This design comes from an exercise in tuning for small area, a short achievable clock period and few clock cycles per item on the open sky130 flow, not from production work.
In this exercise RTL edits were held to simulation tests only and were not proved equivalent to the original.
No activity file was given, so power comes from the tool's default toggle rates.

Design fp32_mul, start of the top module:
module fp32_mul (
    input  wire        clk,
    input  wire        rst,
    input  wire        in_valid,
    input  wire [31:0] op_a,
    input  wire [31:0] op_b,
    output reg         out_valid,
    output reg  [31:0] result
);
Size in the first run: about 2,200 cells after synthesis, ~100 I/O pins, about 23,000 µm² of cells after synthesis.
Settings: LEC_CHECK=0, CAP_MARGIN=20, CORE_MARGIN=2, CORE_UTILIZATION=60, CTS_CLUSTER_DIAMETER=120, CTS_CLUSTER_SIZE=25, SLEW_MARGIN=70, SYNTH_HIERARCHICAL=1; clock period 11.0 ns.
standard.sh (not shown) runs the stock make flow with config.mk's settings and CLKGATE_MAP_FILE= SYNTH_SCRIPT=/design/flow/synth_recipe.tcl, a recipe that flattens the netlist after the stock synthesis.
==> flow/flow/run.sh <==
#!/bin/bash
# Layout flow: the standard ORFS flow (standard.sh, unchanged synthesis)
# with two changes to how the layout is made:
#  - flip-flops that drive many loads get a stronger drive (dfxtp_1 ->
#    dfxtp_4, same cell type) right after synthesis (flow/upsize_ff.tcl);
#  - the port buffers are a regular buffer cell (buf_2) rather than the
#    delay-buffer cell that buffer_ports picks by default;
#  - the clock tree is built without dummy loads.
set -euo pipefail
cd "$(dirname "$0")/.."
PORTS="BUFFER_PORTS_ARGS=-buffer_cell sky130_fd_sc_hd__buf_2"
bash standard.sh "$PORTS" synth > flow_synth.log 2>&1
UPSIZE_DB=orfs/results/sky130hd/fp32_mul/base/1_synth.odb \
  openroad -no_init -exit flow/upsize_ff.tcl > flow_upsize.log 2>&1
bash standard.sh "$PORTS" "CTS_ARGS=-sink_clustering_enable -repair_clock_nets -dont_use_dummy_load -sink_clustering_size 25 -sink_clustering_max_diameter 120" finish > flow_make.log 2>&1
==> flow/flow/upsize_ff.tcl <==
# Give flip-flops that drive many loads a stronger drive: dfxtp_1 becomes
# dfxtp_4 (same cell type, larger drive strength) when its output reaches
# more than fanout_min cell inputs, counting through the buffers synthesis
# put on the net (global placement removes those buffers).
set db_file $::env(UPSIZE_DB)
set fanout_min 12
read_db $db_file
set block [ord::get_db_block]
set strong [[ord::get_db] findMaster sky130_fd_sc_hd__dfxtp_4]

proc leaves {net depth} {
  set n 0
  foreach it [$net getITerms] {
    if {[$it isOutputSignal]} { continue }
    set inst [$it getInst]
    set m [[$inst getMaster] getName]
    if {$depth < 8 && [regexp {__(clk)?buf_[0-9]+$} $m]} {
      set o [$inst findITerm X]
      if {$o ne "NULL" && [$o getNet] ne "NULL"} {
        incr n [leaves [$o getNet] [expr {$depth + 1}]]
        continue
      }
    }
    incr n
  }
  return $n
}

set n 0
foreach inst [$block getInsts] {
  if {[[$inst getMaster] getName] ne "sky130_fd_sc_hd__dfxtp_1"} { continue }
  set net [[$inst findITerm Q] getNet]
  if {$net eq "NULL"} { continue }
  set f [leaves $net 0]
  if {$f > $fanout_min} {
    puts "upsize [$inst getName] fanout $f"
    $inst swapMaster $strong
    incr n
  }
}
puts "upsized $n flip-flops"
write_db $db_file
Testbench counts at the start, summed over its fixed seeds: cycles 16,024, items 16,000.
Change:
==> flow/flow/run.sh (replaced) <==
#!/bin/bash
# Layout flow: the standard ORFS flow (standard.sh, unchanged synthesis),
# with the port buffers made from a regular buffer cell rather than the
# delay-buffer cell that buffer_ports picks by default.
set -euo pipefail
cd "$(dirname "$0")/.."
bash standard.sh "BUFFER_PORTS_ARGS=-buffer_cell sky130_fd_sc_hd__buf_2" finish > flow_make.log 2>&1
removed: flow/flow/upsize_ff.tcl
Effect: The changed run produced a clean layout; worst hold slack degrades by 0.0069 ns; synthesized area is lower by 0.99%; die area is lower by 0.97%; total power is lower by 1.5%; non-clock buffer count is higher by 29; wire length is lower by 1.4%; combinational power is lower by about 0.7%.
Change:
CORE_UTILIZATION = 65   (was 60)
SLEW_MARGIN = 60   (was 70)
After rerunning: The changed run produced a clean layout; wire length goes down by 3.3%; final cell count goes down by 2.4%; setup slack got worse by 0.11 ns; total power goes down by 2.5%; clock power goes down by about 3%; combinational power goes down by about 3%; sequential power hardly moves.
Change:
CORE_UTILIZATION = 60   (was 65)
CTS_CLUSTER_DIAMETER = default   (was 120)
CTS_CLUSTER_SIZE = default   (was 25)
SLEW_MARGIN = 70   (was 60)
Result: Worst setup slack gets better by 0.15 ns. Clock power is higher by well over a third. Cell area is higher by a few percent. Worst hold slack gets worse by 0.0053 ns.
Change:
==> flow/flow/run.sh (replaced) <==
#!/bin/bash
# Layout flow: the standard ORFS flow (standard.sh, unchanged synthesis),
# with the port buffers made from a regular buffer cell rather than the
# delay-buffer cell that buffer_ports picks by default, and a clock tree
# built without dummy loads.
set -euo pipefail
cd "$(dirname "$0")/.."
bash standard.sh "BUFFER_PORTS_ARGS=-buffer_cell sky130_fd_sc_hd__buf_1" \
  "CTS_ARGS=-sink_clustering_enable -repair_clock_nets -dont_use_dummy_load -sink_clustering_size 25 -sink_clustering_max_diameter 120" \
  finish > flow_make.log 2>&1
CTS_CLUSTER_DIAMETER = 120   (was default)
CTS_CLUSTER_SIZE = 25   (was default)
After rerunning:
- wire length shrinks by 1.7%
- synthesized area does not change
- setup slack loses 0.12 ns
Change:
==> flow/flow/run.sh (replaced) <==
#!/bin/bash
# Layout flow: the standard ORFS flow (standard.sh, unchanged synthesis)
# with two changes to how the layout is made:
#  - flip-flops that drive many loads get a stronger drive (dfxtp_1 ->
#    dfxtp_4, same cell type) right after synthesis (flow/upsize_ff.tcl);
#  - the port buffers are a regular buffer cell (buf_2) rather than the
#    delay-buffer cell that buffer_ports picks by default.
set -euo pipefail
cd "$(dirname "$0")/.."
PORTS="BUFFER_PORTS_ARGS=-buffer_cell sky130_fd_sc_hd__buf_2"
bash standard.sh "$PORTS" synth > flow_synth.log 2>&1
UPSIZE_DB=orfs/results/sky130hd/fp32_mul/base/1_synth.odb \
  openroad -no_init -exit flow/upsize_ff.tcl > flow_upsize.log 2>&1
bash standard.sh "$PORTS" finish > flow_make.log 2>&1
==> flow/flow/upsize_ff.tcl (new file) <==
# Give flip-flops that drive many loads a stronger drive: dfxtp_1 becomes
# dfxtp_4 (same cell type, larger drive strength) when its output reaches
# more than fanout_min cell inputs, counting through the buffers synthesis
# put on the net (global placement removes those buffers).
set db_file $::env(UPSIZE_DB)
set fanout_min 12
read_db $db_file
set block [ord::get_db_block]
set strong [[ord::get_db] findMaster sky130_fd_sc_hd__dfxtp_4]

proc leaves {net depth} {
  set n 0
  foreach it [$net getITerms] {
    if {[$it isOutputSignal]} { continue }
    set inst [$it getInst]
    set m [[$inst getMaster] getName]
    if {$depth < 8 && [regexp {__(clk)?buf_[0-9]+$} $m]} {
      set o [$inst findITerm X]
      if {$o ne "NULL" && [$o getNet] ne "NULL"} {
        incr n [leaves [$o getNet] [expr {$depth + 1}]]
        continue
      }
    }
    incr n
  }
  return $n
}

set n 0
foreach inst [$block getInsts] {
  if {[[$inst getMaster] getName] ne "sky130_fd_sc_hd__dfxtp_1"} { continue }
  set net [[$inst findITerm Q] getNet]
  if {$net eq "NULL"} { continue }
  set f [leaves $net 0]
  if {$f > $fanout_min} {
    puts "upsize [$inst getName] fanout $f"
    $inst swapMaster $strong
    incr n
  }
}
puts "upsized $n flip-flops"
write_db $db_file
The new run finished with timing, DRC and antenna clean.
Via count fell by 1.6%.
Utilization rose by 1.7 points.
Power rose by 2.6%.
Cell area rose by 3.1%.


## run 1
Another version of the RTL of fp32_mul (not shown whole).
Size: roughly 100 I/O pins.
Settings: LEC_CHECK=0, CAP_MARGIN=20, CORE_MARGIN=2, CORE_UTILIZATION=60, CTS_CLUSTER_DIAMETER=60, CTS_CLUSTER_SIZE=30, SLEW_MARGIN=70, SYNTH_HIERARCHICAL=1; clock period 11.0 ns.
==> flow/flow/run.sh <==
#!/bin/bash
# Layout flow: the standard ORFS flow (standard.sh, unchanged synthesis),
# with the port buffers made from a regular buffer cell rather than the
# delay-buffer cell that buffer_ports picks by default.
set -euo pipefail
cd "$(dirname "$0")/.."
bash standard.sh "BUFFER_PORTS_ARGS=-buffer_cell sky130_fd_sc_hd__buf_2" finish > flow_make.log 2>&1
Run 1 reached the final stage; the timing, DRC and antenna checks on its layout passed.
Testbench counts of run 1, summed over its fixed seeds: cycles 16,024, items 16,000.
## Diff of input files: run 2 against run 1
# run 1
export LEC_CHECK = 0
export CAP_MARGIN = 20
export CORE_MARGIN = 2
export CORE_UTILIZATION = 60
export CTS_CLUSTER_DIAMETER = 60
export CTS_CLUSTER_SIZE = 30
export SLEW_MARGIN = 70
export SYNTH_HIERARCHICAL = 1
create_clock -name core_clock -period 11.0 [get_ports {clk}]
# run 2
export LEC_CHECK = 0
export CAP_MARGIN = 20
export CORE_MARGIN = 2
export CORE_UTILIZATION = 60
export CTS_CLUSTER_DIAMETER = 120
export CTS_CLUSTER_SIZE = 25
export SLEW_MARGIN = 70
export SYNTH_HIERARCHICAL = 1
create_clock -name core_clock -period 11.0 [get_ports {clk}]
Findings:
- Every run in the comparison, run 2 and run 1, completed the flow with a clean layout.
- | worst-case vdd ir drop | lower: run 2 |
- Of run 2 and run 1, the higher setup slack belongs to run 1.
- Per-cell via count in the routed design, run 2 and run 1: smaller value in run 1
- Side by side, final clock period utilization by the worst path turned out higher in run 2 than in run 1.
- Re proportion of cell area occupied by registers: run 1 was lower than run 2.
- Compared run 2 vs run 1, and final area is down in run 2.
- In the flow results for run 2 and run 1, the combinational share of power is larger on run 2.
- Run 2 vs. run 1: share of the final layout cell area in multi-input gates went up by 1.8 points.
- The routed wire length of run 2 falls short of that of run 1 by about 1.8%.
- The clock network power share in run 2 was lower than what run 1 gave.
- The startpoint of the most critical setup path comes out rq[26] in one run and rq[38] in the other, namely in run 2 and run 1 respectively.
- Final hold slack across run 2 and run 1: no real change.
Changes in run 3 relative to run 2:
# run 2
export LEC_CHECK = 0
export CAP_MARGIN = 20
export CORE_MARGIN = 2
export CORE_UTILIZATION = 60
export CTS_CLUSTER_DIAMETER = 120
export CTS_CLUSTER_SIZE = 25
export SLEW_MARGIN = 70
export SYNTH_HIERARCHICAL = 1
create_clock -name core_clock -period 11.0 [get_ports {clk}]
# run 3
export LEC_CHECK = 0
export CAP_MARGIN = 20
export CORE_MARGIN = 2
export CORE_UTILIZATION = 60
export SLEW_MARGIN = 70
export SYNTH_HIERARCHICAL = 1
create_clock -name core_clock -period 11.0 [get_ports {clk}]
[summary]
- Status | run 3 and run 2 | clean
- Changes observed in run 3 relative to run 2: number of global-route vias before repair shows an increase of about 1.6%, number of non-filler instances in the completed layout +43.
- Looking at via count across run 3 and run 2, the one that comes out higher is run 3.
- Critical path depth was lower in the run labelled run 3.
- Of run 3 and run 2, run 3 shows the higher power after layout, with run 2 below it.
- Wire: run 3 routes more than run 2
- Run 3 vs. run 2: count of clock-buffer cells in the layout climbed 30, combinational power share fell by 4.9 points, shortest clock period the worst path allows after layout dropped 0.038 ns.
- Share of the clock period used by the worst path (higher): run 2
- Detail-routed net length per standard cell, run 3 and run 2: smaller value in run 2

==> separate check: timing with driven ports <==
No port has a modelled driver above. Below, the same layouts with a new extraction and two added sets of constraints. Step 1 sets driving cells, clkbuf_16 on the clock port and buf_2 on the other inputs (assumed; they add their load-dependent delay and slew). Step 2 moves the port delays by t, midway between the first and last clock arrival at a register: inputs arrive t later, outputs are due t later. That takes back most of the time a late clock gives input paths. Three values: no drivers, after step 1, after step 2; two values: the first two.
| run | shift t [ns] | setup slack, ns | clock arrival spread, ns | worst slew at a driven data input, ns |
|---|---|---|---|---|
| the first run of note 1 | 0.571 | 7.665 / 7.665 / 7.168 | 0.058 / 0.058 | 0.03 |
| the second run of note 1 | 0.584 | 7.598 / 7.598 / 7.256 | 0.035 / 0.034 | 0.04 |
| the third run of note 1 | 0.581 | 7.492 / 7.492 / 7.363 | 0.023 / 0.023 | 0.05 |
| the fourth run of note 1 | 0.611 | 7.647 / 7.647 / 7.230 | 0.017 / 0.017 | 0.04 |
| the fifth run of note 1 | 0.572 | 7.524 / 7.524 / 7.168 | 0.052 / 0.052 | 0.04 |
| the sixth run of note 1 | 0.577 | 7.661 / 7.661 / 7.139 | 0.029 / 0.029 | 0.04 |
| run 1 | 0.649 | 7.471 / 7.471 / 7.178 | 0.033 / 0.033 | 0.05 |
| run 2 | 0.587 | 7.421 / 7.421 / 7.189 | 0.042 / 0.042 | 0.04 |
| run 3 | 0.623 | 7.460 / 7.460 / 7.159 | 0.023 / 0.023 | 0.04 |
After both steps setup and hold are still met in every run listed. The setup slack of the sixth run of note 1, which loses most, moves by 0.000 ns with the drivers and by -0.522 ns with both steps.
